Source: an optimization exercise on an open RTL-to-GDS flow (aim: small area, a short achievable clock period and few clock cycles per item). Production flows keep margins and buffers that such runs may drop.
No run shown here included a check of the RTL's function; only the layout flow was run.

[design/flow/config.mk]
export PLATFORM = sky130hd
export DESIGN_NAME = div
export DESIGN_NICKNAME = div
export VERILOG_FILES = /design/flow/design.v
export SDC_FILE = /design/flow/constraint.sdc
export NUM_CORES = 4
export LEC_CHECK = 0
export CAP_MARGIN = 20
export CORE_MARGIN = 2
export CORE_UTILIZATION = 40
export SLEW_MARGIN = 20
[design/flow/constraint.sdc]
create_clock -name core_clock -period 12.0 [get_ports {clk}]
set_input_delay 2.4000 -clock core_clock [delete_from_list [all_inputs] [get_ports {clk}]]
set_output_delay 2.4000 -clock core_clock [all_outputs]
set_load 0.01 [all_outputs]
[design/flow/design.v]
module div_find_ones (
    input wire [32-1 : 0]  data_in,
    output wire [4:0]               lz,
    output wire                     zero
);
wire [15:0] data_1;
wire [7:0]  data_2;
wire [3:0]  data_3;
wire [1:0]  data_4;
assign zero  = ~|data_in;
assign lz[4] = ~|data_in[31:16];
assign data_1 = (lz[4])? data_in[15:0] : data_in[31:16];
assign lz[3] = ~|data_1[15:8];
assign data_2 = (lz[3])? data_1[7:0] : data_1[15:8];
assign lz[2] = ~|data_2[7:4];
assign data_3 = (lz[2])? data_2[3:0] : data_2[7:4];
assign lz[1] = ~|data_3[3:2];
assign data_4 = (lz[1])? data_3[1:0] : data_3[3:2];
assign lz[0] = ~data_4[1];
endmodule
module div (
    input wire                      clk,
    input wire                      rst_n,
    input wire                      div_start,
    input wire [2:0]                div_opcode,
    input wire [32-1 : 0]  div_divident,
    input wire [32-1 : 0]  div_divisor,
    output wire [32-1 : 0] div_quotient,
    output wire [32-1 : 0] div_remainder,
    output wire                     div_finish
);
reg st_idle, st_abs, st_lz, st_shift, st_iter, st_fix, st_done;
reg [31:0] rem_r;     
reg [33:0] dsr_r;     
reg [31:0] quo_r;
reg [4:0]  lza_r;     
reg [4:0]  lzb_r;     
reg [4:0]  k_r;       
reg        sa_r;      
reg        sb_r;      
reg        neg_q;     
reg        neg_r;     
wire load = st_idle | st_done;
wire start_signed = (div_opcode == 3'd1);
wire [31:0] rem_neg = ~rem_r + 32'd1;
wire [31:0] b_mag = dsr_r[31:0] ^ {32{sb_r}};
wire [4:0] lz_a, lz_b;
wire       zero_a, zero_b;
div_find_ones u_lz_a (.data_in(rem_r), .lz(lz_a), .zero(zero_a));
div_find_ones u_lz_b (.data_in(b_mag), .lz(lz_b), .zero(zero_b));
wire       b_is_0 = zero_b & ~sb_r;
wire       k_neg  = (lz_b < lz_a);
wire [4:0] k      = lzb_r - lza_r;
wire       fix_lz = sa_r | ((sa_r ^ sb_r) & ~b_is_0);
wire       lz_end = st_lz & (b_is_0 | k_neg);
wire       it_end = st_iter & (k_r == 5'd0);
wire        fill = ~sb_r;
wire [33:0] s0 = k[0] ? {dsr_r[32:0], fill}     : dsr_r;
wire [33:0] s1 = k[1] ? {s0[31:0], {2{fill}}}   : s0;
wire [33:0] s2 = k[2] ? {s1[29:0], {4{fill}}}   : s1;
wire [33:0] s3 = k[3] ? {s2[25:0], {8{fill}}}   : s2;
wire [33:0] s4 = k[4] ? {s3[17:0], {16{fill}}}  : s3;
wire [33:0] sum = {2'b00, rem_r} + dsr_r + {33'd0, ~sb_r};
wire        qbit = ~sum[33];
always @(posedge clk or negedge rst_n) begin
    if (!rst_n) begin
        st_idle  <= 1'b1;
        st_abs   <= 1'b0;
        st_lz    <= 1'b0;
        st_shift <= 1'b0;
        st_iter  <= 1'b0;
        st_fix   <= 1'b0;
        st_done  <= 1'b0;
    end else begin
        st_idle  <= (st_idle | st_done) & ~div_start;
        st_abs   <= div_start & start_signed & div_divident[31];
        st_lz    <= (div_start & ~(start_signed & div_divident[31])) | st_abs;
        st_shift <= st_lz & ~(b_is_0 | k_neg);
        st_iter  <= st_shift | (st_iter & (k_r != 5'd0));
        st_fix   <= (lz_end & fix_lz) | (it_end & (neg_r | neg_q));
        st_done  <= st_fix | (lz_end & ~fix_lz) | (it_end & ~(neg_r | neg_q));
    end
end
always @(posedge clk) begin
    if (load) begin
        rem_r <= div_divident;
        dsr_r <= {{2{start_signed & div_divisor[31]}}, div_divisor};
        sa_r  <= start_signed & div_divident[31];
        sb_r  <= start_signed & div_divisor[31];
    end
    if (st_abs) begin
        rem_r <= rem_neg;
    end
    if (st_lz) begin
        dsr_r <= sb_r ? dsr_r : ~dsr_r;
        lza_r <= lz_a;
        lzb_r <= lz_b;
        quo_r <= {32{b_is_0}};
        neg_q <= (sa_r ^ sb_r) & ~b_is_0;
        neg_r <= sa_r;
    end
    if (st_shift) begin
        dsr_r <= s4;
        k_r   <= k;
    end
    if (st_iter) begin
        if (qbit) rem_r <= sum[31:0];
        quo_r <= {quo_r[30:0], qbit};
        dsr_r <= {dsr_r[33], dsr_r[33:1]};
        k_r   <= k_r - 5'd1;
    end
    if (st_fix) begin
        if (neg_r) rem_r <= rem_neg;
        if (neg_q) quo_r <= ~quo_r + 32'd1;
    end
end
assign div_quotient  = quo_r;
assign div_remainder = rem_r;
assign div_finish    = st_done;
endmodule
[design/flow/flow/run.sh]
#!/bin/bash
set -euo pipefail
MARGIN=7.5
bash standard.sh synth > synth.log 2>&1
bash standard.sh SETUP_SLACK_MARGIN=$MARGIN finish > layout.log 2>&1
[design/flow/standard.sh]
#!/bin/bash
# synth_recipe.tcl (not shown) runs the flow's synth.tcl, then flattens the netlist and writes it again
# the make line also repeats each setting of config.mk as NAME=value (left out here)
make -C /OpenROAD-flow-scripts/flow DESIGN_CONFIG=/design/flow/config.mk WORK_HOME=/design/flow/orfs CLKGATE_MAP_FILE= SYNTH_SCRIPT=/design/flow/synth_recipe.tcl "${@:-finish}"
==> flow_summary.toml, run 1 <==
[grt]
grt_pass1_vias = 11810
grt_pass1_wl_microns = 67850
grt_max_degree = 71
grtUsageTotal_pct = 27.65
grt_remaining_overflow = 0
antenna_found_initial = 0

[sta]
setup-tns-final_ns = 0
report.final.slew_viol_count = 0
maxSlewHeadroom_pct = 37.77
period_minus_slack_ns = 4.196
fin_crit_sh_pct = 34.97
hold_viol_final = 0
setup_violations = 0
rsz0062_at_grt = "no"
fmaxAchievable_mhz = 238.3
fin_worst_skew_ns = 0.02069
fin_ws_ns = 7.804
worst_pin_slew_ns = 0.9205

[clock_network]
clkSlewWorstSetupHoldPaths_ns = 0.07
hold_buffers = 0
cts_tree = "built"
cts.sinks = 124
cts_made_buffers = 17
cts_buffer_depth = 2
h-tree-depth = 4
cts_root_buffer = "clkbuf_16"
clk_latency_ns = 0.44

[synthesis]
synthSimpleGateAreaFrac_pct = 22.09
synthCells = 1650
avgSynthCellArea_sq_um = 7.330
synth_top_family_by_area = "compound AO/OA/AOI/OAI gates"
synth_top_flop_cell = "dfxtp_1"
synth_fa_ha_area_share_pct = 5.049
synth-edff-count = 55
synthMuxAreaShare_pct = 7.594
synth_area_sq_mm = 0.01209
synth-seq-area-share_pct = 25.38
ys.warnings.count = 1
ys_ff_latch = 124
synth-compound-area-share_pct = 28.18
postSynth.asyncResetShare_pct = 5.645
synth_fp_nets = 1767
ys_types = 78
synth_xor_area_share_pct = 6.300

[placed_design]
port_buffers = 134
dpl.hpwl_microns = 31500
finalWeightedCongestion = 0.9558
place_ws_ns = 7.362

[route]
via_per_inst = 6.170
wirelength_microns = 44530
wl_met1_microns = 20060
drt_iter0_drc = 1649
first_pass_iters = 6
drc = 0
highest_layer = "met4"
drt.antenna.violating_nets = 0
detail_route.wl_per_cell_microns = 21.02
num_vias = 13070
wl_met2_microns = 19600
wl_met3_microns = 3370

[floorplanning]
die_h_microns = 177.9
core_sq_mm = 0.02972
rows = 63
io_pins = 135
floorplan.initialDensity_pct = 40.70
die_area_sq_mm = 0.03164
dieWidth_microns = 177.9

[cells_and_area]
final_layout_size_suffix_gt1_share_pct = 7.060
utilization_pct = 48.32
nNetsFinal = 1832
insertedDiodeCount = 0
area_delta_synth_final_pct = 18.74

[setup_path]
path_delay_family = "flip-flops"
cp_cell_sequence = "clkdlybuf4s50_1"
reg2reg_from = "sb_r"
path_buf_inv = 1
crit_type = "reg -> out"
reg2reg_slack_ns = 7.83
r2r_cells = 14
critical_path.slowest_cell = "dfxtp_1"
arrival_ns = 1.80
max_stage_delay_ns = 0.70
r2r_end = "rem_r[20]"
startpoint = "rem_r[21]"
worst_setup_path_start_kind = "register"
crit_path_max_fanout = 10
endpoint_kind = "primary output"
cp_num_cells = 1
crit_end = "div_remainder[21]"
required_ns = 9.60

[status]
status = "complete, no violations"

[min_path]
hp-class = "reg -> reg"

[flow_run]
maxCapViolCount = 0
## registers in the layout (all words and copies together) (netlist names)
name	count
st_idle	1
quo_r	32
sb_r	1
st_shift	1
lza_r	5
sa_r	1
st_done	1
neg_r	1
st_fix	1
neg_q	1
st_abs	1
k_r	5
lzb_r	5
rem_r	32
st_iter	1
dsr_r	34
st_lz	1
## worst min path at each step
| stage | cells past startpoint | start | to |
|---|---|---|---|
| 6_report | 0 | sa_r | neg_r |
| 5_1_grt | 0 | sa_r | neg_r |
| 4_1_cts | 0 | sa_r | neg_r |
| 3_5_place_dp | 0 | sa_r | neg_r |
| 3_3_place_gp | 0 | sa_r | neg_r |
| 2_1_floorplan | 0 | sa_r | neg_r |
## what timing repair did
item	in CTS	in global routing
pin swaps	0	1
gates cloned	0	0
endpoints found under the setup margin	7	27
resized for setup	1	5
setup buffers	0	7
endpoints found under the hold margin	0	0
## metrics by stage
stage / instances / hold slack [ns] / instance area (sq um)
after detailed placement: 2079 / 0.4418 / 13710
after CTS: 2111 / 0.4568 / 14290
after global placement: 2079 / 0.4482 / 13710
final: 2118 / 0.4566 / 14360
after global routing: 2118 / 0.4674 / 14360
after floorplan: 1650 / 0.4264 / 12090
## cell usage in the layout (no fill, tap or decap), types with 34 or more instances in the layout
| cell type | n |
|---|---|
| nor2_1 | 138 |
| mux2i_1 | 57 |
| xor2_1 | 44 |
| inv_1 | 47 |
| clkdlybuf4s50_1 | 134 |
| a21oi_1 | 180 |
| nand2_1 | 235 |
| edfxtp_1 | 55 |
| xnor2_1 | 38 |
| buf_4 | 34 |
| dfxtp_1 | 62 |
| o21ai_0 | 172 |
| o211ai_1 | 35 |
| ha_1 | 43 |
## synth_stat cells (6+ instances only)
library cell  instances  area share [%]
and3_1               15            0.78
clkbuf_1             98             3.0
a21o_1               18             1.1
or3_1                22             1.1
mux4_2               10             1.9
nand3b_1              9            0.56
mux2i_1              58             4.8
edfxtp_1             55              14
dfxtp_1              62              10
a211o_1               7            0.51
nand4_1               8            0.41
nor3_1               33             1.4
a211oi_1             23             1.4
inv_1                49             1.5
a31oi_1              22             1.1
and2_1               13            0.67
ha_1                 44             4.6
nor2_1              140             4.3
o22ai_1              19            0.98
nand3_1              33             1.4
o21ai_0             173             7.2
a21oi_1             181             7.5
nor4_1               17            0.88
o221ai_1             17             1.2
xor2_1               46             3.3
mux2_2               10            0.93
or2_2                 9            0.47
nor2b_1               9            0.47
nand2b_1              7            0.36
o211ai_1             35             2.2
nand2_1             235             7.3
buf_1                20            0.62
or4_1                 7            0.43
o21bai_1              6            0.37
o31ai_1               7            0.43
xnor2_1              41             3.0
dfrtp_1               6             1.2
## cell type report
| type | count | area, sq um |
|---|---|---|
| Fill cell | 2963 | 15360 |
| Timing Repair Buffer | 168 | 1597 |
| Clock inverter | 12 | 110.1 |
| Inverter | 51 | 198.9 |
| Tap cell | 390 | 488.0 |
| Clock buffer | 20 | 467.9 |
| Multi-Input combinational cell | 1353 | 8427 |
| Sequential cell | 124 | 3072 |
## routing by layer
layer  GRT usage [%]  vias up
li1                -     6165
met1           39.36     6161
met2           42.41      644
met3           3.556       99
met4           10.62        0
met5               0        -
## kinds of logic (layout without fill, tap and decap cells)
kind of cell / after synthesis / count (layout)
DFF: 124 / 124
xor gates and xnor gates: 87 / 87
muxes: 78 / 78
adders and majority gates: 47 / 47
and+or+nand+nor: 576 / 576
buffers and inverters: 173 / 251
AOI/OAI and AO/OA: 565 / 565
==> run 2: changes to the inputs <==
==> design/flow/flow/run.sh (replaced) <==
#!/bin/bash
set -euo pipefail
MARGIN=8.8
bash standard.sh synth > synth.log 2>&1
bash standard.sh SETUP_SLACK_MARGIN=$MARGIN finish > layout.log 2>&1
==> flow_summary.toml, run 2 <==
[synthesis]
synth_xor_area_share_pct = 6.300
ys_types = 78
synth_top_family_by_area = "compound AO/OA/AOI/OAI gates"
synthSimpleGateAreaFrac_pct = 22.09
synth_fp_nets = 1767
ys_ff_latch = 124
yosysMostFrequentCell = "nand2_1"
synth_common_cells = "nand2_1, a21oi_1, o21ai_0"
yosysTopAreaCellShare_pct = 13.66
synth-seq-area-share_pct = 25.38
synth-edff-count = 55
synth_area_sq_mm = 0.01209
synth_top_cell_by_area = "edfxtp_1"
synthTopCellsByArea = "edfxtp_1, dfxtp_1, a21oi_1"
synthMuxAreaShare_pct = 7.594
synth-compound-area-share_pct = 28.18
ys.warnings.count = 1
synth_top_flop_cell = "dfxtp_1"
synth_fa_ha_area_share_pct = 5.049
synthCells = 1650
avgSynthCellArea_sq_um = 7.330
postSynth.asyncResetShare_pct = 5.645

[route]
wl_met2_microns = 22240
wl_met3_microns = 5303
drt.antenna.violating_nets = 0
via_per_inst = 6.216
num_vias = 14530
wl_met1_microns = 21280
drt_iter0_drc = 2177
detail_route.wl_per_cell_microns = 21.84
highest_layer = "met4"
first_pass_iters = 8
drc = 0
wirelength_microns = 51070

[grt]
antenna_found_initial = 1
grt_max_degree = 89
grtUsageTotal_pct = 30.99
grt_remaining_overflow = 0
grt_pass1_wl_microns = 75860
grt_pass1_vias = 13250

[cells_and_area]
fin_area_sq_mm = 0.01753
largest-register = "dsr_r"
utilization_pct = 59.00
final_cells = 2338
largest_register_ffs = 34
final_layout_size_suffix_gt1_share_pct = 31.64
layout_commonest_cell = "nand2_1"
final_cell_mix = "nand2_1, buf_4, a21oi_1"
nNetsFinal = 2051
reg.largest.list = "dsr_r (34), quo_r (32), rem_r (32)"
area_delta_synth_final_pct = 44.97

[floorplanning]
rows = 63
die_h_microns = 177.9
die_area_sq_mm = 0.03164
core_sq_mm = 0.02972
floorplan.initialDensity_pct = 40.70
io_pins = 135
dieWidth_microns = 177.9

[clock_network]
cts_buffer_depth = 2
clk_latency_ns = 0.44
cts_made_buffers = 17
cts.sinks = 124
h-tree-depth = 4
cts_tree = "built"
clkSlewWorstSetupHoldPaths_ns = 0.08
cts_root_buffer = "clkbuf_16"

[setup_path]
worst_setup_path_start_kind = "register"
crit_path_max_fanout = 8
reg2reg_slack_ns = 8.47
reg2reg_from = "sb_r"
arrival_ns = 3.90
required_ns = 12.37
r2r_cells = 13
endpoint_kind = "register"
crit_type = "reg -> reg"
r2r_end = "st_shift"

[sta]
hold_viol_final = 0
fin_worst_skew_ns = 0.01564
rsz0062_at_grt = "yes"
maxSlewHeadroom_pct = 20.63
fmaxAchievable_mhz = 283.0
setup_violations = 0
report.final.slew_viol_count = 0
setup-tns-final_ns = 0
fin_crit_sh_pct = 29.45
worst_pin_slew_ns = 1.186
period_minus_slack_ns = 3.534

[placed_design]
placedCellCount = 2072
finalWeightedCongestion = 0.9314
dpl-instance-area_sq_mm = 0.01381
port_buffers = 134
dpl.hpwl_microns = 31150

[status]
status = "complete, no violations"

[min_path]
hp-class = "reg -> reg"
holdPathStages = 0
min_to = "neg_r"
hp-start = "sa_r"

[flow_run]
maxCapViolCount = 0
## run 2: per-stage QoR
stage / worst slack (ns) / hold slack, ns
global route: 8.299 / 0.5387
detailed placement: 7.413 / 0.4651
floorplan: 8.634 / 0.4264
CTS: 8.507 / 0.5191
finish: 8.466 / 0.5047
global placement: 7.581 / 0.4751
## run 2: cell families after synthesis
kind of cell,Yosys count
AOI/OAI and AO/OA,565
buffers and inverters,173
and+or+nand+nor,576
xor gates and xnor gates,87
muxes,78
adders and majority gates,47
DFF,124
## run 2: worst max-delay path by stage
stage          startpoint               to  slack (ns)  cells after the start
6_report             sb_r         st_shift        8.47                     13
5_1_grt              sb_r         st_shift        8.30                     13
4_1_cts          quo_r[0]  div_quotient[0]        8.51                      1
3_5_place_dp         sb_r           st_fix        7.41                     14
3_3_place_gp         sb_r           st_fix        7.58                     15
2_1_floorplan        sb_r        rem_r[20]        8.63                     17
## run 2: repair_timing
| item | 4_1_cts | 5_1_grt |
|---|---|---|
| setup endpoints to repair | 175 | 167 |
| gates resized for setup | 551 | 150 |
| hold buffers | 0 | 0 |
| setup buffers | 181 | 46 |
| gates cloned | 3 | 3 |
| pin swaps | 34 | 67 |
## run 2: layout make-up
type	count	area (sq um)
Antenna cell	1	2.502
Inverter	51	214.0
Sequential cell	124	3302
Tap cell	390	488.0
Clock buffer	17	425.4
Multi-Input combinational cell	1355	9424
Timing Repair inverter	2	12.51
Clock inverter	15	150.1
Timing Repair Buffer	383	3515
Fill cell	2667	12180
## run 2: worst max-delay path, stage by stage (launching register included)
cell      delay, ns
edfxtp_1       0.40
buf_6          0.14
buf_4          0.15
or3_1          0.40
o31ai_1        0.44
o22ai_4        0.21
o22ai_2        0.26
a211oi_2       0.08
o31a_1         0.31
ha_1           0.28
nand4_1        0.12
or2_4          0.28
o221ai_4       0.19
o211a_1        0.18
## run 2: routing by layer
| layer | up-vias | GRT usage, % |
|---|---|---|
| li1 | 6640 | - |
| met1 | 6866 | 43.28 |
| met2 | 858 | 47.69 |
| met3 | 170 | 5.184 |
| met4 | 0 | 11.78 |
| met5 | - | 0 |
==> run 3: changes to the inputs <==
--- a/design/flow/design.v
+++ b/design/flow/design.v
@@ -19,2 +19,28 @@
 assign lz[0] = ~data_4[1];
+endmodule
+module div_add_ks #(parameter W = 34) (
+    input  wire [W-1:0] a,
+    input  wire [W-1:0] b,
+    input  wire         cin,
+    output wire [W-1:0] sum
+);
+wire [W:0] g [0:6];
+wire [W:0] p [0:6];
+assign g[0] = {a & b, cin};
+assign p[0] = {a ^ b, 1'b0};
+genvar l, i;
+generate
+    for (l = 0; l < 6; l = l + 1) begin : lvl
+        for (i = 0; i <= W; i = i + 1) begin : bitn
+            if (i >= (1 << l)) begin : comb
+                assign g[l+1][i] = g[l][i] | (p[l][i] & g[l][i-(1<<l)]);
+                assign p[l+1][i] = p[l][i] & p[l][i-(1<<l)];
+            end else begin : pass
+                assign g[l+1][i] = g[l][i];
+                assign p[l+1][i] = p[l][i];
+            end
+        end
+    end
+endgenerate
+assign sum = p[0][W:1] ^ g[6][W-1:0];
 endmodule
@@ -62,3 +88,4 @@
 wire [33:0] s4 = k[4] ? {s3[17:0], {16{fill}}}  : s3;
-wire [33:0] sum = {2'b00, rem_r} + dsr_r + {33'd0, ~sb_r};
+wire [33:0] sum;
+div_add_ks #(.W(34)) u_add (.a({2'b00, rem_r}), .b(dsr_r), .cin(~sb_r), .sum(sum));
 wire        qbit = ~sum[33];
==> design/flow/flow/run.sh (replaced) <==
#!/bin/bash
set -euo pipefail
MARGIN=8.1
bash standard.sh synth > synth.log 2>&1
bash standard.sh SETUP_SLACK_MARGIN=$MARGIN finish > layout.log 2>&1
==> flow_summary.toml, run 3 <==
[clock_network]
cts_tree = "built"
h-tree-depth = 4
cts_root_buffer = "clkbuf_16"
cts_buffer_depth = 2
clkSlewWorstSetupHoldPaths_ns = 0.07
cts.sinks = 124
cts_made_buffers = 17
clk_latency_ns = 0.43
hold_buffers = 0

[cells_and_area]
final_cells = 2126
fin_area_sq_mm = 0.01482
layout_commonest_cell = "nand2_1"
nNetsFinal = 1834
insertedDiodeCount = 0
final_cell_mix = "nand2_1, o21ai_0, a21oi_1"
final_layout_size_suffix_gt1_share_pct = 12.95
largest-register = "dsr_r"
largest_register_ffs = 34
utilization_pct = 48.82
reg.largest.list = "dsr_r (34), quo_r (32), rem_r (32)"
area_delta_synth_final_pct = 21.08

[sta]
fin_ws_ns = 8.144
hold_viol_final = 0
hold_slack_ns = 0.5161
period_minus_slack_ns = 3.856
fin_crit_sh_pct = 32.13
setup_violations = 0
fin_worst_skew_ns = 0.01580
setup-tns-final_ns = 0
rsz0062_at_grt = "no"
maxSlewHeadroom_pct = 28.12
fmaxAchievable_mhz = 259.4
report.final.slew_viol_count = 0
worst_pin_slew_ns = 1.078

[synthesis]
synth_top_flop_cell = "dfxtp_1"
ys_ff_latch = 124
yosysMostFrequentCell = "nand2_1"
synth-edff-count = 55
synthTopCellsByArea = "edfxtp_1, dfxtp_1, o21ai_0"
synth_common_cells = "nand2_1, o21ai_0, a21oi_1"
ys.warnings.count = 2
yosysTopAreaCellShare_pct = 13.50
synthCells = 1631
avgSynthCellArea_sq_um = 7.503
synth_fp_nets = 1748
synth_area_sq_mm = 0.01224
synth_top_cell_by_area = "edfxtp_1"
synth-seq-area-share_pct = 25.08
postSynth.asyncResetShare_pct = 5.645
ys_types = 96

[setup_path]
r2r_cells = 14
path_delay_family = "buffers and inverters"
cp_cell_sequence = "clkdlybuf4s50_1"
max_stage_delay_ns = 0.57
cp_num_cells = 1
endpoint_kind = "primary output"
reg2reg_slack_ns = 8.21
path_buf_inv = 1
r2r_end = "st_fix"
required_ns = 9.60
critical_path.slowest_cell = "clkdlybuf4s50_1"
crit_type = "reg -> out"
worst_setup_path_start_kind = "register"
arrival_ns = 1.46
crit_path_max_fanout = 8
reg2reg_from = "dsr_r[23]"

[route]
drt_iter0_drc = 1656
drt.antenna.violating_nets = 0
first_pass_iters = 6
num_vias = 13070
wirelength_microns = 45640
via_per_inst = 6.147
drc = 0
detail_route.wl_per_cell_microns = 21.47

[placed_design]
dpl-instance-area_sq_mm = 0.01372
placedCellCount = 2059
finalWeightedCongestion = 0.9524
port_buffers = 134
place_ws_ns = 7.600
dpl.hpwl_microns = 31750

[grt]
grtUsageTotal_pct = 27.65
grt_pass1_wl_microns = 68720
antenna_found_initial = 0
grt_pass1_vias = 11950
grt_remaining_overflow = 0
grt_max_degree = 92

[floorplanning]
floorplan.initialDensity_pct = 40.32
die_area_sq_mm = 0.03201
core_sq_mm = 0.03035
io_pins = 135
dieWidth_microns = 178.9
die_h_microns = 178.9
rows = 64

[flow_run]
maxCapViolCount = 0

[min_path]
holdPathStages = 0
hp-class = "reg -> reg"
min_to = "neg_r"
hp-start = "sa_r"

[status]
status = "complete, no violations"
-- run 3: worst max-delay path by stage --
stage / to / start / slack [ns]
2_1_floorplan: st_fix / dsr_r[21] / 8.36
3_3_place_gp: dsr_r[13] / lzb_r[0] / 7.52
3_5_place_dp: dsr_r[13] / lzb_r[0] / 7.60
4_1_cts: dsr_r[13] / lzb_r[0] / 8.07
5_1_grt: st_fix / dsr_r[23] / 8.10
6_report: div_remainder[26] / rem_r[26] / 8.14
-- run 3: final cells by class --
cell class	count	area, sq um
Fill cell	3012	15530
Tap cell	396	495.5
Clock buffer	18	429.2
Sequential cell	124	3163
Timing Repair Buffer	190	1799
Inverter	44	170.2
Multi-Input combinational cell	1340	8627
Clock inverter	14	132.6
-- run 3: repair_timing --
action                                  in CTS  in global routing
pin swaps                                    3                  8
cloned                                       2                  2
buffers inserted                             4                 27
resized for setup                           51                 43
endpoints found under the setup margin      69                 47
-- run 3: cells by family after synthesis --
kind of cell	share of synthesized area, %
and+or+nand+nor	21.40
AOI/OAI and AO/OA	28.14
buffers and inverters	6.074
DFF	25.08
xor gates and xnor gates	6.656
muxes	7.720
adders and majority gates	4.928
-- run 3: routing by layer --
layer / global-route usage, % / up-vias / routed length (microns)
li1: - / 6169 / -
met1: 38.50 / 6168 / 20070
met4: 10.16 / 0 / 1394
met5: 0 / - / 0
met3: 3.986 / 103 / 3468
met2: 43.35 / 628 / 20710
==> run 4: changes to the inputs <==
==> design/flow/flow/run.sh (replaced) <==
#!/bin/bash
set -euo pipefail
MARGIN=8.6
bash standard.sh synth > synth.log 2>&1
bash standard.sh SETUP_SLACK_MARGIN=$MARGIN finish > layout.log 2>&1
==> flow_summary.toml, run 4 <==
[min_path]
holdPathStages = 0
hp-class = "reg -> reg"
min_to = "neg_r"
hp-start = "sa_r"

[synthesis]
synth_top_flop_cell = "dfxtp_1"
synth_area_sq_mm = 0.01224
synth-edff-count = 55
ys_types = 96
ys_ff_latch = 124
synth_fp_nets = 1748
avgSynthCellArea_sq_um = 7.503
ys.warnings.count = 2
synthCells = 1631
synthTopCellsByArea = "edfxtp_1, dfxtp_1, o21ai_0"
synth-seq-area-share_pct = 25.08
synth_top_cell_by_area = "edfxtp_1"
postSynth.asyncResetShare_pct = 5.645
yosysTopAreaCellShare_pct = 13.50
synth_common_cells = "nand2_1, o21ai_0, a21oi_1"
yosysMostFrequentCell = "nand2_1"

[sta]
setup-tns-final_ns = 0
maxSlewHeadroom_pct = 25.94
fin_crit_sh_pct = 31.21
hold_viol_final = 0
setup_violations = 0
fmaxAchievable_mhz = 267.1
period_minus_slack_ns = 3.745
rsz0062_at_grt = "yes"
worst_pin_slew_ns = 1.107
report.final.slew_viol_count = 0
fin_worst_skew_ns = 0.01311

[cells_and_area]
utilization_pct = 53.15
layout_commonest_cell = "nand2_1"
seq_area_sq_mm = 0.003294
fin_area_sq_mm = 0.01613
final_layout_size_suffix_gt1_share_pct = 25.11
area_delta_synth_final_pct = 31.83
largest_register_ffs = 34
nNetsFinal = 1936
multi_input_area_sq_mm = 0.009134
largest-register = "dsr_r"
reg.largest.list = "dsr_r (34), quo_r (32), rem_r (32)"
insertedDiodeCount = 0
final_cell_mix = "nand2_1, o21ai_0, a21oi_1"
fillCellCount = 2865

[setup_path]
r2r_cells = 14
reg2reg_from = "sb_r"
crit_type = "reg -> reg"
worst_setup_path_start_kind = "register"
reg2reg_slack_ns = 8.26
required_ns = 12.29
r2r_end = "st_fix"
endpoint_kind = "register"
startpoint = "sb_r"
arrival_ns = 4.03
crit_path_max_fanout = 5

[route]
drt.antenna.violating_nets = 0
wirelength_microns = 50910
detail_route.wl_per_cell_microns = 22.85
drt_iter0_drc = 1773
drc = 0
via_per_inst = 6.251
num_vias = 13930
first_pass_iters = 6

[grt]
grt_pass1_wl_microns = 76390
grtUsageTotal_pct = 31.10
grt_max_degree = 92
antenna_found_initial = 0
grt_pass1_vias = 13130
grt_remaining_overflow = 0

[floorplanning]
io_pins = 135
core_sq_mm = 0.03035
die_area_sq_mm = 0.03201
floorplan.initialDensity_pct = 40.32
rows = 64
die_h_microns = 178.9
dieWidth_microns = 178.9

[status]
status = "complete, no violations"

[clock_network]
h-tree-depth = 4
cts_root_buffer = "clkbuf_16"
clk_latency_ns = 0.44
hold_buffers = 0
cts_tree = "built"
cts_made_buffers = 17
clkSlewWorstSetupHoldPaths_ns = 0.07
cts_buffer_depth = 2
cts.sinks = 124

[placed_design]
port_buffers = 134
finalWeightedCongestion = 0.9597
dpl.hpwl_microns = 31740
dpl-instance-area_sq_mm = 0.01370

[flow_run]
maxCapViolCount = 0
## run 4: logic make-up after synthesis
family	after synthesis	synth area share, %
compound gates	553	28.14
fa+ha+maj	47	4.928
simple gates	562	21.40
mux	82	7.720
buf+inv	170	6.074
flops	124	25.08
xor+xnor	93	6.656
## run 4: through the flow
| step | std cells | setup WS (ns) | hold WS, ns |
|---|---|---|---|
| global placement | 2054 | 7.489 | 0.4664 |
| floorplan | 1631 | 8.499 | 0.4264 |
| CTS | 2214 | 8.357 | 0.5014 |
| global route | 2228 | 8.200 | 0.5180 |
| finish | 2228 | 8.255 | 0.5039 |
| detailed placement | 2054 | 7.506 | 0.4679 |
## run 4: how the worst max path moves through the flow
| stage | slack (ns) | cells past startpoint | end |
|---|---|---|---|
| floorplan | 8.50 | 16 | st_fix |
| global placement | 7.49 | 13 | dsr_r[13] |
| detailed placement | 7.51 | 14 | dsr_r[29] |
| CTS | 8.36 | 14 | st_fix |
| global route | 8.20 | 14 | st_fix |
| finish | 8.26 | 14 | st_fix |
## run 4: layer usage
metal  track usage [%]  routed length (microns)  vias to the layer above
met1             42.05                    21390                     6634
met4             14.02                     2302                        0
met5                 0                        0                        -
met2             48.06                    22810                      732
li1                  -                        -                     6383
met3             5.789                     4412                      178
## run 4: repair_timing
action | in CTS | in global routing
setup endpoints to repair | 166 | 77
cloned | 12 | 0
setup buffers | 116 | 14
pin swaps | 32 | 25
gates resized for setup | 468 | 57
## run 4: layout make-up
cell class,count,share of cell area [%]
repair buffers,287,14.88
multi-input cells,1345,56.62
well taps,396,3.071
inverters,44,1.125
clock inverters,15,1.249
flip-flops and latches,124,20.42
clock buffers,17,2.637
## run 4: worst max-delay path, cell delays in order (launching register included)
cell and delay (ns):
edfxtp_1 0.48, buf_12 0.19, or4_4 0.52, o22ai_4 0.19, o2111ai_2 0.23, o211ai_1 0.30, o21ai_2 0.11, o21ai_4 0.25
nor2b_4 0.07, ha_1 0.31, nand3_1 0.09, or2_4 0.24, or3_4 0.34, o21ai_4 0.19, o32ai_2 0.09
==> run 5: changes to the inputs <==
--- a/design/flow/design.v
+++ b/design/flow/design.v
@@ -66,2 +66,3 @@
 reg        sb_r;      
+reg        cin_r;     
 reg        neg_q;     
@@ -89,3 +90,3 @@
 wire [33:0] sum;
-div_add_ks #(.W(34)) u_add (.a({2'b00, rem_r}), .b(dsr_r), .cin(~sb_r), .sum(sum));
+div_add_ks #(.W(34)) u_add (.a({2'b00, rem_r}), .b(dsr_r), .cin(cin_r), .sum(sum));
 wire        qbit = ~sum[33];
@@ -113,3 +114,3 @@
         rem_r <= div_divident;
-        dsr_r <= {{2{start_signed & div_divisor[31]}}, div_divisor};
+        dsr_r <= {2'b00, div_divisor};
         sa_r  <= start_signed & div_divident[31];
@@ -121,3 +122,4 @@
     if (st_lz) begin
-        dsr_r <= sb_r ? dsr_r : ~dsr_r;
+        dsr_r <= {2'b11, sb_r ? dsr_r[31:0] : ~dsr_r[31:0]};
+        cin_r <= ~sb_r;
         lza_r <= lz_a;
==> design/flow/flow/run.sh (replaced) <==
#!/bin/bash
set -euo pipefail
MARGIN=8.1
bash standard.sh synth > synth.log 2>&1
bash standard.sh SETUP_SLACK_MARGIN=$MARGIN finish > layout.log 2>&1
==> flow_summary.toml, run 5 <==
[sta]
setup-tns-final_ns = 0
fmaxAchievable_mhz = 258.2
fin_crit_sh_pct = 32.28
report.final.slew_viol_count = 0
worst_pin_slew_ns = 1.106
hold_viol_final = 0
fin_worst_skew_ns = 0.01715
period_minus_slack_ns = 3.873
setup_violations = 0
maxSlewHeadroom_pct = 26.27
rsz0062_at_grt = "yes"
hold_slack_ns = 0.4560

[cells_and_area]
utilization_pct = 48.74
largest-register = "dsr_r"
seq_area_sq_mm = 0.003199
area_delta_synth_final_pct = 20.28
final_cell_mix = "nand2_1, o21ai_0, a21oi_1"
largest_register_ffs = 34
fillCellCount = 3028
insertedDiodeCount = 0
multi_input_area_sq_mm = 0.008656
layout_commonest_cell = "nand2_1"
final_layout_size_suffix_gt1_share_pct = 13.22
fin_area_sq_mm = 0.01487
reg.largest.list = "dsr_r (34), quo_r (32), rem_r (32)"
nNetsFinal = 1806

[status]
status = "complete, no violations"

[floorplanning]
io_pins = 135
die_area_sq_mm = 0.03233
die_h_microns = 179.8
core_sq_mm = 0.03051
dieWidth_microns = 179.8
rows = 64
floorplan.initialDensity_pct = 40.52

[setup_path]
worst_setup_path_start_kind = "register"
required_ns = 9.60
critical_path.slowest_cell = "clkdlybuf4s50_1"
arrival_ns = 1.47
endpoint_kind = "primary output"
reg2reg_slack_ns = 8.27
path_delay_family = "buffers and inverters"
crit_type = "reg -> out"
cp_cell_sequence = "clkdlybuf4s50_1"
crit_path_max_fanout = 8
max_stage_delay_ns = 0.58
path_buf_inv = 1

[synthesis]
synthCells = 1619
ys.warnings.count = 2
postSynth.asyncResetShare_pct = 5.600
synth_top_flop_cell = "dfxtp_1"
yosysTopAreaCellShare_pct = 13.60
yosysMostFrequentCell = "nand2_1"
synth_fp_nets = 1736
synth_top_cell_by_area = "edfxtp_1"
synthTopCellsByArea = "edfxtp_1, dfxtp_1, o21ai_0"
synth_area_sq_mm = 0.01236
synth_common_cells = "nand2_1, o21ai_0, a21oi_1"
synth-edff-count = 56
avgSynthCellArea_sq_um = 7.636
ys_types = 93
synth-seq-area-share_pct = 25.07
ys_ff_latch = 125

[clock_network]
cts_root_buffer = "clkbuf_16"
cts_made_buffers = 17
hold_buffers = 0
cts.sinks = 125
cts_buffer_depth = 2
clkSlewWorstSetupHoldPaths_ns = 0.07
h-tree-depth = 4
cts_tree = "built"
clk_latency_ns = 0.44

[route]
detail_route.wl_per_cell_microns = 21.17
drt_iter0_drc = 1329
via_per_inst = 6.086
wirelength_microns = 44410
drt.antenna.violating_nets = 0
num_vias = 12770
first_pass_iters = 7
drc = 0

[placed_design]
port_buffers = 134
finalWeightedCongestion = 0.9169
dpl-instance-area_sq_mm = 0.01389
dpl.hpwl_microns = 31400

[min_path]
hp-class = "reg -> reg"

[grt]
grt_max_degree = 77
grt_remaining_overflow = 0
grt_pass1_wl_microns = 68730
antenna_found_initial = 0
grt_pass1_vias = 11880
grtUsageTotal_pct = 26.55

[flow_run]
maxCapViolCount = 0
[run 5: layout make-up]
class	instances	share of cell area [%]
Clock buffer	19	3.122
Clock inverter	13	0.7741
Inverter	49	1.296
Multi-Input combinational cell	1314	58.21
Sequential cell	125	21.51
Tap cell	396	3.332
Timing Repair Buffer	181	11.72
Timing Repair inverter	1	0.03366
[run 5: logic make-up (layout without fill, tap and decap cells)]
logic type | count (synthesis) | count (layout) | share of synthesized area [%]
flip-flops | 125 | 125 | 25.07
buffers and inverters | 180 | 263 | 5.870
AO/OA/AOI/OAI | 541 | 541 | 27.62
AND/OR/NAND/NOR | 539 | 539 | 20.87
multiplexers | 85 | 85 | 8.471
XOR/XNOR | 102 | 102 | 7.226
adder cells (fa/ha/maj) | 47 | 47 | 4.878
[run 5: timing repair]
item                       CTS  global route
gates resized for setup     50            50
buffers inserted             5            17
pin swaps                    1             4
gates cloned                 0             2
setup endpoints to repair   61            68
[run 5: stage by stage]
| stage | setup WS, ns | std cells |
|---|---|---|
| final | 8.127 | 2098 |
| after CTS | 8.101 | 2079 |
| after detailed placement | 7.862 | 2042 |
| after global placement | 7.891 | 2042 |
| after floorplan | 8.554 | 1619 |
| after global routing | 8.065 | 2098 |
[run 5: layer usage]
layer	wire length [microns]	GRT usage, %	vias up
li1	-	-	6086
met1	20270	35.98	6114
met2	20520	43.51	493
met3	2489	3.951	75
met4	1122	8.423	0
met5	0	0	-
[run 5: worst paths after layout]
path / start / endpoint / cells past startpoint
worst min register to register: sa_r / neg_r / 0
worst max-delay path: rem_r[17] / div_remainder[17] / 1
max in group asynchronous: rst_n / st_idle / 1
min in group asynchronous: rst_n / st_abs / 1
worst max register to register: dsr_r[10] / rem_r[0] / 12
worst min-delay path: sa_r / neg_r / 0
==> run 6: changes to the inputs <==
==> design/flow/flow/run.sh (replaced) <==
#!/bin/bash
set -euo pipefail
MARGIN=8.4
bash standard.sh synth > synth.log 2>&1
bash standard.sh SETUP_SLACK_MARGIN=$MARGIN finish > layout.log 2>&1
==> flow_summary.toml, run 6 <==
[synthesis]
synth_top_cell_by_area = "edfxtp_1"
yosysMostFrequentCell = "nand2_1"
ys_types = 93
ys_ff_latch = 125
avgSynthCellArea_sq_um = 7.636
synth_common_cells = "nand2_1, o21ai_0, a21oi_1"
ys.warnings.count = 2
synth-seq-area-share_pct = 25.07
postSynth.asyncResetShare_pct = 5.600
synth-edff-count = 56
synthTopCellsByArea = "edfxtp_1, dfxtp_1, o21ai_0"
synth_fp_nets = 1736
synth_area_sq_mm = 0.01236
synthCells = 1619
yosysTopAreaCellShare_pct = 13.60
synth_top_flop_cell = "dfxtp_1"

[route]
detail_route.wl_per_cell_microns = 21.75
drc = 0
drt.antenna.violating_nets = 0
first_pass_iters = 6
via_per_inst = 6.114
drt_iter0_drc = 1655
num_vias = 13200
wirelength_microns = 46970

[sta]
maxSlewHeadroom_pct = 20.90
setup_violations = 0
rsz0062_at_grt = "yes"
hold_viol_final = 0
fin_crit_sh_pct = 30.01
setup-tns-final_ns = 0
fmaxAchievable_mhz = 277.7
report.final.slew_viol_count = 0
period_minus_slack_ns = 3.601
hold_slack_ns = 0.4581
worst_pin_slew_ns = 1.170
fin_worst_skew_ns = 0.01687

[setup_path]
worst_setup_path_start_kind = "register"
r2r_cells = 16
crit_path_max_fanout = 5
endpoint_kind = "register"
required_ns = 12.34
crit_type = "reg -> reg"
arrival_ns = 3.94
r2r_end = "st_fix"
reg2reg_from = "dsr_r[8]"
reg2reg_slack_ns = 8.40

[cells_and_area]
final_cell_mix = "nand2_1, o21ai_0, a21oi_1"
reg.largest.list = "dsr_r (34), quo_r (32), rem_r (32)"
layout_commonest_cell = "nand2_1"
largest-register = "dsr_r"
utilization_pct = 51.19
area_delta_synth_final_pct = 26.31
nNetsFinal = 1866
final_layout_size_suffix_gt1_share_pct = 18.10
largest_register_ffs = 34

[placed_design]
dpl.hpwl_microns = 31400
port_buffers = 134
finalWeightedCongestion = 0.9169

[clock_network]
cts_buffer_depth = 2
cts.sinks = 125
cts_root_buffer = "clkbuf_16"
cts_tree = "built"
h-tree-depth = 4
hold_buffers = 0
clk_latency_ns = 0.44
cts_made_buffers = 17
clkSlewWorstSetupHoldPaths_ns = 0.07

[min_path]
holdPathStages = 0
min_to = "neg_r"
hp-start = "sa_r"
hp-class = "reg -> reg"

[floorplanning]
io_pins = 135
dieWidth_microns = 179.8
die_area_sq_mm = 0.03233
core_sq_mm = 0.03051
rows = 64
floorplan.initialDensity_pct = 40.52
die_h_microns = 179.8

[flow_run]
maxCapViolCount = 0

[grt]
grt_max_degree = 77
grt_pass1_vias = 12070
grt_remaining_overflow = 0
antenna_found_initial = 1
grt_pass1_wl_microns = 70480
grtUsageTotal_pct = 27.42

[status]
status = "complete, no violations"
[run 6: cell types whose count changed in the layout (fill, tap and decap cells not counted), moves of 6 or more]
cell             delta
dfxtp_1             -7
clkdlybuf4s50_1    -61
buf_4              +51
dlygate4sd2_1      +59
dfxtp_4            +13
dfxtp_2             -6
[run 6: worst max path at each step]
stage	from	endpoint	slack, ns	cells past startpoint
finish	dsr_r[8]	st_fix	8.40	16
global route	sb_r	st_fix	8.26	17
CTS	rem_r[26]	st_fix	8.26	15
detailed placement	sb_r	st_fix	7.86	16
global placement	sb_r	st_fix	7.89	16
floorplan	dsr_r[21]	st_fix	8.55	17
[run 6: area by class of cell]
type | count | area [sq um]
inverter | 49 | 200.2
clock inverter | 13 | 115.1
sequential | 125 | 3241
timing repair inverter | 1 | 7.507
clock buffer | 19 | 464.2
antenna | 1 | 2.502
fill | 2981 | 14890
multi-input combinational | 1314 | 8848
tap | 396 | 495.5
timing repair buffer | 241 | 2242
[run 6: cells by family after synthesis]
group                    Yosys count  share of synthesized area, %
adder cells (fa/ha/maj)           47                         4.878
XOR/XNOR                         102                         7.226
flip-flops                       125                         25.07
AND/OR/NAND/NOR                  539                         20.87
AO/OA/AOI/OAI                    541                         27.62
multiplexers                      85                         8.471
buffers and inverters            180                         5.870
[run 6: through the flow]
stage	instances	area, sq um	worst slack [ns]
after CTS	2107	14870	8.263
after global placement	2042	13890	7.891
after global routing	2158	15610	8.260
after detailed placement	2042	13890	7.862
after floorplan	1619	12360	8.554
final	2159	15620	8.399
[run 6: per-layer routing]
layer | GRT usage (%) | up-vias | share of wire [%]
li1 | - | 6214 | -
met1 | 37.31 | 6267 | 44
met2 | 44.52 | 616 | 46
met3 | 4.437 | 104 | 6.9
met4 | 8.585 | 0 | 3.1
met5 | 0 | - | 0
[run 6: timing repair]
action / 4_1_cts / 5_1_grt
cloned: 1 / 6
setup endpoints to repair: 112 / 79
gates resized for setup: 175 / 55
setup buffers: 32 / 45
pin swaps: 1 / 23
[run 6: worst max-delay path: stages (launching register included)]
cell	delay, ns
edfxtp_1	0.55
buf_4	0.21
or4_1	0.53
mux2i_4	0.22
and2_4	0.18
o211a_4	0.19
a22oi_1	0.12
o31ai_4	0.29
inv_2	0.08
ha_4	0.15
a21o_1	0.14
a21o_1	0.16
a21oi_2	0.13
o21ai_2	0.07
a21oi_2	0.14
nor2_2	0.07
o32ai_2	0.24
==> run 7: changes to the inputs <==
--- a/design/flow/design.v
+++ b/design/flow/design.v
@@ -34,5 +34,5 @@
         for (i = 0; i <= W; i = i + 1) begin : bitn
-            if (i >= (1 << l)) begin : comb
-                assign g[l+1][i] = g[l][i] | (p[l][i] & g[l][i-(1<<l)]);
-                assign p[l+1][i] = p[l][i] & p[l][i-(1<<l)];
+            if ((i >> l) % 2 == 1) begin : comb
+                assign g[l+1][i] = g[l][i] | (p[l][i] & g[l][((i >> l) << l) - 1]);
+                assign p[l+1][i] = p[l][i] & p[l][((i >> l) << l) - 1];
             end else begin : pass
==> design/flow/flow/run.sh (replaced) <==
#!/bin/bash
set -euo pipefail
MARGIN=8.3
bash standard.sh synth > synth.log 2>&1
bash standard.sh SETUP_SLACK_MARGIN=$MARGIN finish > layout.log 2>&1
==> flow_summary.toml, run 7 <==
[synthesis]
postSynth.asyncResetShare_pct = 5.600
synth_area_sq_mm = 0.01193
ys.warnings.count = 2
synthCells = 1528
synth_top_cell_by_area = "edfxtp_1"
yosysMostFrequentCell = "nand2_1"
synth-edff-count = 56
yosysTopAreaCellShare_pct = 14.09
ys_types = 89
synth_fp_nets = 1648
ys_ff_latch = 125
synth_common_cells = "nand2_1, o21ai_0, a21oi_1"
synth-seq-area-share_pct = 25.97
avgSynthCellArea_sq_um = 7.810
synth_top_flop_cell = "dfxtp_1"
synthTopCellsByArea = "edfxtp_1, dfxtp_1, o21ai_0"

[clock_network]
cts.sinks = 125
clkSlewWorstSetupHoldPaths_ns = 0.07
cts_root_buffer = "clkbuf_16"
cts_tree = "built"
cts_buffer_depth = 2
h-tree-depth = 4
hold_buffers = 0
cts_made_buffers = 17
clk_latency_ns = 0.43

[floorplanning]
core_sq_mm = 0.02948
rows = 63
floorplan.initialDensity_pct = 40.48
die_area_sq_mm = 0.03123
dieWidth_microns = 176.7
io_pins = 135
die_h_microns = 176.7

[cells_and_area]
layout_commonest_cell = "nand2_1"
fin_area_sq_mm = 0.01503
utilization_pct = 50.97
reg.largest.list = "dsr_r (34), quo_r (32), rem_r (32)"
nNetsFinal = 1774
insertedDiodeCount = 0
final_layout_size_suffix_gt1_share_pct = 17.94
largest-register = "dsr_r"
final_cell_mix = "nand2_1, o21ai_0, a21oi_1"
final_cells = 2057
largest_register_ffs = 34
area_delta_synth_final_pct = 25.92

[min_path]
hp-class = "reg -> reg"
hp-start = "sa_r"
holdPathStages = 0
min_to = "neg_r"

[placed_design]
dpl-instance-area_sq_mm = 0.01345
port_buffers = 134
finalWeightedCongestion = 0.9122
dpl.hpwl_microns = 29640
placedCellCount = 1946

[route]
first_pass_iters = 5
drt_iter0_drc = 1481
drc = 0
via_per_inst = 6.109
drt.antenna.violating_nets = 0
wirelength_microns = 43940
detail_route.wl_per_cell_microns = 21.36
num_vias = 12570

[setup_path]
path_delay_family = "compound AO/OA/AOI/OAI gates"
required_ns = 12.29
crit_type = "reg -> reg"
r2r_cells = 13
crit_path_max_fanout = 10
path_buf_inv = 0
reg2reg_from = "rem_r[12]"
r2r_end = "st_fix"
critical_path.slowest_cell = "or4_4"
reg2reg_slack_ns = 8.27
max_stage_delay_ns = 0.58
arrival_ns = 4.02
endpoint_kind = "register"
worst_setup_path_start_kind = "register"
cp_cell_sequence = "or4_4, o311ai_1, o2111a_2, o21a_1, a211o_1, nor2_1, o21ai_1, ha_4, nand4_1, or2_4, a311o_1, nand2_2, o32ai_2"

[grt]
grt_max_degree = 90
grt_pass1_vias = 11550
grtUsageTotal_pct = 27.67
grt_pass1_wl_microns = 67590
grt_remaining_overflow = 0
antenna_found_initial = 0

[flow_run]
maxCapViolCount = 0

[sta]
report.final.slew_viol_count = 0
hold_viol_final = 0
maxSlewHeadroom_pct = 39.41
rsz0062_at_grt = "yes"
fin_crit_sh_pct = 31.10
worst_pin_slew_ns = 0.8962
setup-tns-final_ns = 0
period_minus_slack_ns = 3.732
fin_worst_skew_ns = 0.01614
setup_violations = 0
fmaxAchievable_mhz = 268.0

[status]
status = "complete, no violations"
-- run 7: cell families after synthesis --
kind of cell,after synthesis,share of synthesized area (%)
buffers and inverters,176,5.913
adder cells (fa/ha/maj),50,5.620
flip-flops,125,25.97
AO/OA/AOI/OAI,527,28.15
AND/OR/NAND/NOR,481,19.67
multiplexers,81,8.220
XOR/XNOR,88,6.458
-- run 7: timing repair --
item	CTS	global route
buffers inserted	37	36
cloned	5	1
pin swaps	11	12
setup endpoints to repair	110	52
resized for setup	181	27
-- run 7: final cells by class --
cell class / count / area (sq um)
Fill cell: 2873 / 14450
Multi-Input combinational cell: 1229 / 8393
Sequential cell: 125 / 3246
Timing Repair Buffer: 235 / 2095
Tap cell: 390 / 488.0
Clock buffer: 20 / 479.2
Inverter: 45 / 175.2
Clock inverter: 12 / 143.9
Timing Repair inverter: 1 / 7.507
-- run 7: how the worst max path moves through the flow --
stage / cells after the start / slack (ns) / from / endpoint
after floorplan: 14 / 8.51 / dsr_r[21] / st_fix
after global placement: 12 / 7.93 / dsr_r[0] / rem_r[26]
after detailed placement: 12 / 7.75 / dsr_r[0] / rem_r[31]
after CTS: 15 / 8.28 / rem_r[22] / st_fix
after global routing: 15 / 8.15 / sb_r / st_fix
final: 13 / 8.27 / rem_r[12] / st_fix
-- run 7: metrics by stage --
stage,hold slack (ns),setup WS [ns]
after floorplan,0.4264,8.515
after global placement,0.4629,7.926
after detailed placement,0.4550,7.747
after CTS,0.4524,8.283
after global routing,0.4680,8.146
final,0.4623,8.268
-- run 7: routing by layer --
| metal | vias to the layer above | part of all wire, % | routed length (microns) | track usage, % |
|---|---|---|---|---|
| met3 | 102 | 7.9 | 3464 | 3.866 |
| li1 | 5915 | - | - | - |
| met1 | 5910 | 45 | 19570 | 39.44 |
| met5 | - | 0 | 0 | 0 |
| met2 | 640 | 44 | 19300 | 41.85 |
| met4 | 0 | 3.7 | 1607 | 11.50 |
-- run 7: worst register-to-register path, delay by kind of cell (launching register included) --
family	cells	cell delay (ns)
and+or+nand+nor	5	1.03
AOI/OAI and AO/OA	7	1.98
adders and majority gates	1	0.20
DFF	1	0.40
==> run 8: changes to the inputs <==
==> design/flow/flow/run.sh (replaced) <==
#!/bin/bash
set -euo pipefail
MARGIN=8.3
bash standard.sh synth > synth.log 2>&1
bash standard.sh SETUP_SLACK_MARGIN=$MARGIN "BUFFER_PORTS_ARGS=-buffer_cell sky130_fd_sc_hd__buf_1" finish > layout.log 2>&1
==> flow_summary.toml, run 8 <==
[route]
via_per_inst = 6.089
num_vias = 12490
wirelength_microns = 43220
drt_iter0_drc = 1354
first_pass_iters = 6
drt.antenna.violating_nets = 0
drc = 0
detail_route.wl_per_cell_microns = 21.07

[grt]
grtUsageTotal_pct = 27.04
grt_max_degree = 87
antenna_found_initial = 0
grt_pass1_vias = 11240
grt_remaining_overflow = 0
grt_pass1_wl_microns = 65760

[sta]
fin_crit_sh_pct = 30.98
maxSlewHeadroom_pct = 27.18
fmaxAchievable_mhz = 269.0
rsz0062_at_grt = "yes"
period_minus_slack_ns = 3.717
worst_pin_slew_ns = 1.077
fin_worst_skew_ns = 0.01549
setup_violations = 0
hold_viol_final = 0
setup-tns-final_ns = 0
report.final.slew_viol_count = 0

[synthesis]
ys_types = 89
ys_ff_latch = 125
ys.warnings.count = 2
synth_fp_nets = 1648
synth-seq-area-share_pct = 25.97
synth-edff-count = 56
synth_top_flop_cell = "dfxtp_1"
yosysMostFrequentCell = "nand2_1"
synthCells = 1528
synthTopCellsByArea = "edfxtp_1, dfxtp_1, o21ai_0"
synth_common_cells = "nand2_1, o21ai_0, a21oi_1"
synth_area_sq_mm = 0.01193
synth_top_cell_by_area = "edfxtp_1"
avgSynthCellArea_sq_um = 7.810
yosysTopAreaCellShare_pct = 14.09
postSynth.asyncResetShare_pct = 5.600

[clock_network]
cts_buffer_depth = 2
hold_buffers = 0
clk_latency_ns = 0.44
h-tree-depth = 4
cts_made_buffers = 17
clkSlewWorstSetupHoldPaths_ns = 0.07
cts.sinks = 125
cts_root_buffer = "clkbuf_16"
cts_tree = "built"

[setup_path]
crit_path_max_fanout = 8
arrival_ns = 4.01
worst_setup_path_start_kind = "register"
crit_type = "reg -> reg"
required_ns = 12.29
endpoint_kind = "register"

[cells_and_area]
largest_register_ffs = 34
fillCellCount = 2972
nNetsFinal = 1768
final_cell_mix = "nand2_1, o21ai_0, buf_1"
final_cells = 2051
reg.largest.list = "dsr_r (34), quo_r (32), rem_r (32)"
area_delta_synth_final_pct = 17.21
largest-register = "dsr_r"
layout_commonest_cell = "nand2_1"
insertedDiodeCount = 0
final_layout_size_suffix_gt1_share_pct = 14.63

[min_path]
hp-class = "reg -> reg"

[placed_design]
placedCellCount = 1943
dpl.hpwl_microns = 29370
port_buffers = 134
finalWeightedCongestion = 0.9104

[floorplanning]
die_area_sq_mm = 0.03123
floorplan.initialDensity_pct = 40.48
die_h_microns = 176.7
dieWidth_microns = 176.7
core_sq_mm = 0.02948
rows = 63
io_pins = 135

[flow_run]
maxCapViolCount = 0

[status]
status = "complete, no violations"
[run 8: cell count changes in the layout (fill, tap and decap cells not counted), sizes merged, moves of 2 or more]
cell           change
inv                -2
bufinv             -2
dlygate4sd2       -65
clkdlybuf4s50     -69
clkbuf             +2
buf              +129
[run 8: final timing paths]
check | start | endpoint | slack, ns | depth (start not counted)
setup / recovery | sb_r | st_fix | 8.28 | 14
hold / removal | sa_r | neg_r | 0.47 | 0
setup reg to reg | sb_r | st_fix | 8.28 | 14
hold reg to reg | sa_r | neg_r | 0.47 | 0
max in group asynchronous | rst_n | st_idle | 9.80 | 1
min in group asynchronous | rst_n | st_done | 1.87 | 1
[run 8: critical path: stages (launching register included)]
cell      delay [ns]
edfxtp_1        0.44
buf_12          0.17
or4_4           0.52
mux2i_4         0.20
nand4_4         0.17
or3_4           0.41
a221oi_2        0.25
a31oi_1         0.07
o221a_2         0.28
ha_4            0.27
nand4_1         0.07
or2_4           0.23
a311o_1         0.35
nand2_2         0.10
o32ai_2         0.07
[run 8: logic make-up after synthesis]
family	count (synthesis)	share of synthesized area [%]
DFF	125	25.97
AOI/OAI and AO/OA	527	28.15
and+or+nand+nor	481	19.67
buffers and inverters	176	5.913
adders and majority gates	50	5.620
xor gates and xnor gates	88	6.458
muxes	81	8.220
[run 8: final cells by class]
class	count	area (sq um)	share of cell area (%)
tap	390	488.0	3.489
clock inverter	10	77.57	0.5546
timing repair inverter	1	5.005	0.03578
clock buffer	22	485.5	3.471
multi-input combinational	1228	8333	59.58
inverter	45	172.7	1.234
timing repair buffer	230	1306	9.339
sequential	125	3119	22.30
[run 8: what timing repair did]
| action | CTS | global route |
|---|---|---|
| pin swaps | 7 | 12 |
| gates resized for setup | 31 | 25 |
| gates cloned | 4 | 0 |
| setup endpoints to repair | 52 | 46 |
| buffers inserted | 20 | 52 |
[run 8: per-layer routing]
metal | GRT usage, % | share of wire [%]
met5 | 0 | 0
met4 | 10.67 | 3.0
met3 | 4.532 | 8.3
met2 | 40.76 | 44
met1 | 38.42 | 45
[run 8: metrics by stage]
stage	setup slack [ns]	hold WS, ns	util, %	instance area (sq um)
2_1_floorplan	8.515	0.4264	-	11930
3_3_place_gp	7.898	0.4424	42.70	12590
3_5_place_dp	7.857	0.4464	42.70	12590
4_1_cts	8.305	0.4737	45.78	13500
5_1_grt	8.176	0.4860	47.45	13990
6_report	8.283	0.4700	47.45	13990

## port drivers added, routing unchanged
Ports are ideal in the flow. The routed layouts listed here were re-timed in OpenROAD. Step 1 (the two cells are an assumption about what drives the block):
set clk [get_ports {clk}]
set_driving_cell -lib_cell sky130_fd_sc_hd__clkbuf_16 $clk
set_driving_cell -lib_cell sky130_fd_sc_hd__buf_2 [delete_from_list [all_inputs] $clk]
Step 2 adds t to the input delays and takes it off the output delays; t is the mean of the earliest and latest rising clock arrival at the registers after step 1. Input paths then give back, and output paths get back, about the clock's delay inside the block. Three values: no drivers, after step 1, after step 2; two values: the first two.
run | shift t [ns] | setup WS [ns] | slew at the worst register clock pin (ns)
run 1 | 0.483 | 7.804 / 7.754 / 7.665 | 0.08 / 0.08
run 2 | 0.487 | 8.466 / 8.446 / 8.317 | 0.08 / 0.08
run 3 | 0.475 | 8.144 / 8.093 / 7.898 | 0.07 / 0.07
run 4 | 0.489 | 8.255 / 8.255 / 7.970 | 0.07 / 0.07
run 5 | 0.480 | 8.127 / 8.075 / 8.077 | 0.08 / 0.08
run 6 | 0.483 | 8.399 / 8.370 / 8.095 | 0.07 / 0.07
run 7 | 0.475 | 8.268 / 8.268 / 8.145 | 0.07 / 0.07
run 8 | 0.481 | 8.283 / 8.260 / 8.283 | 0.07 / 0.07
After both steps setup and hold are still met in every run listed. For run 6, which loses most, drivers alone change the setup slack by -0.029 ns; drivers and shift together by -0.304 ns.
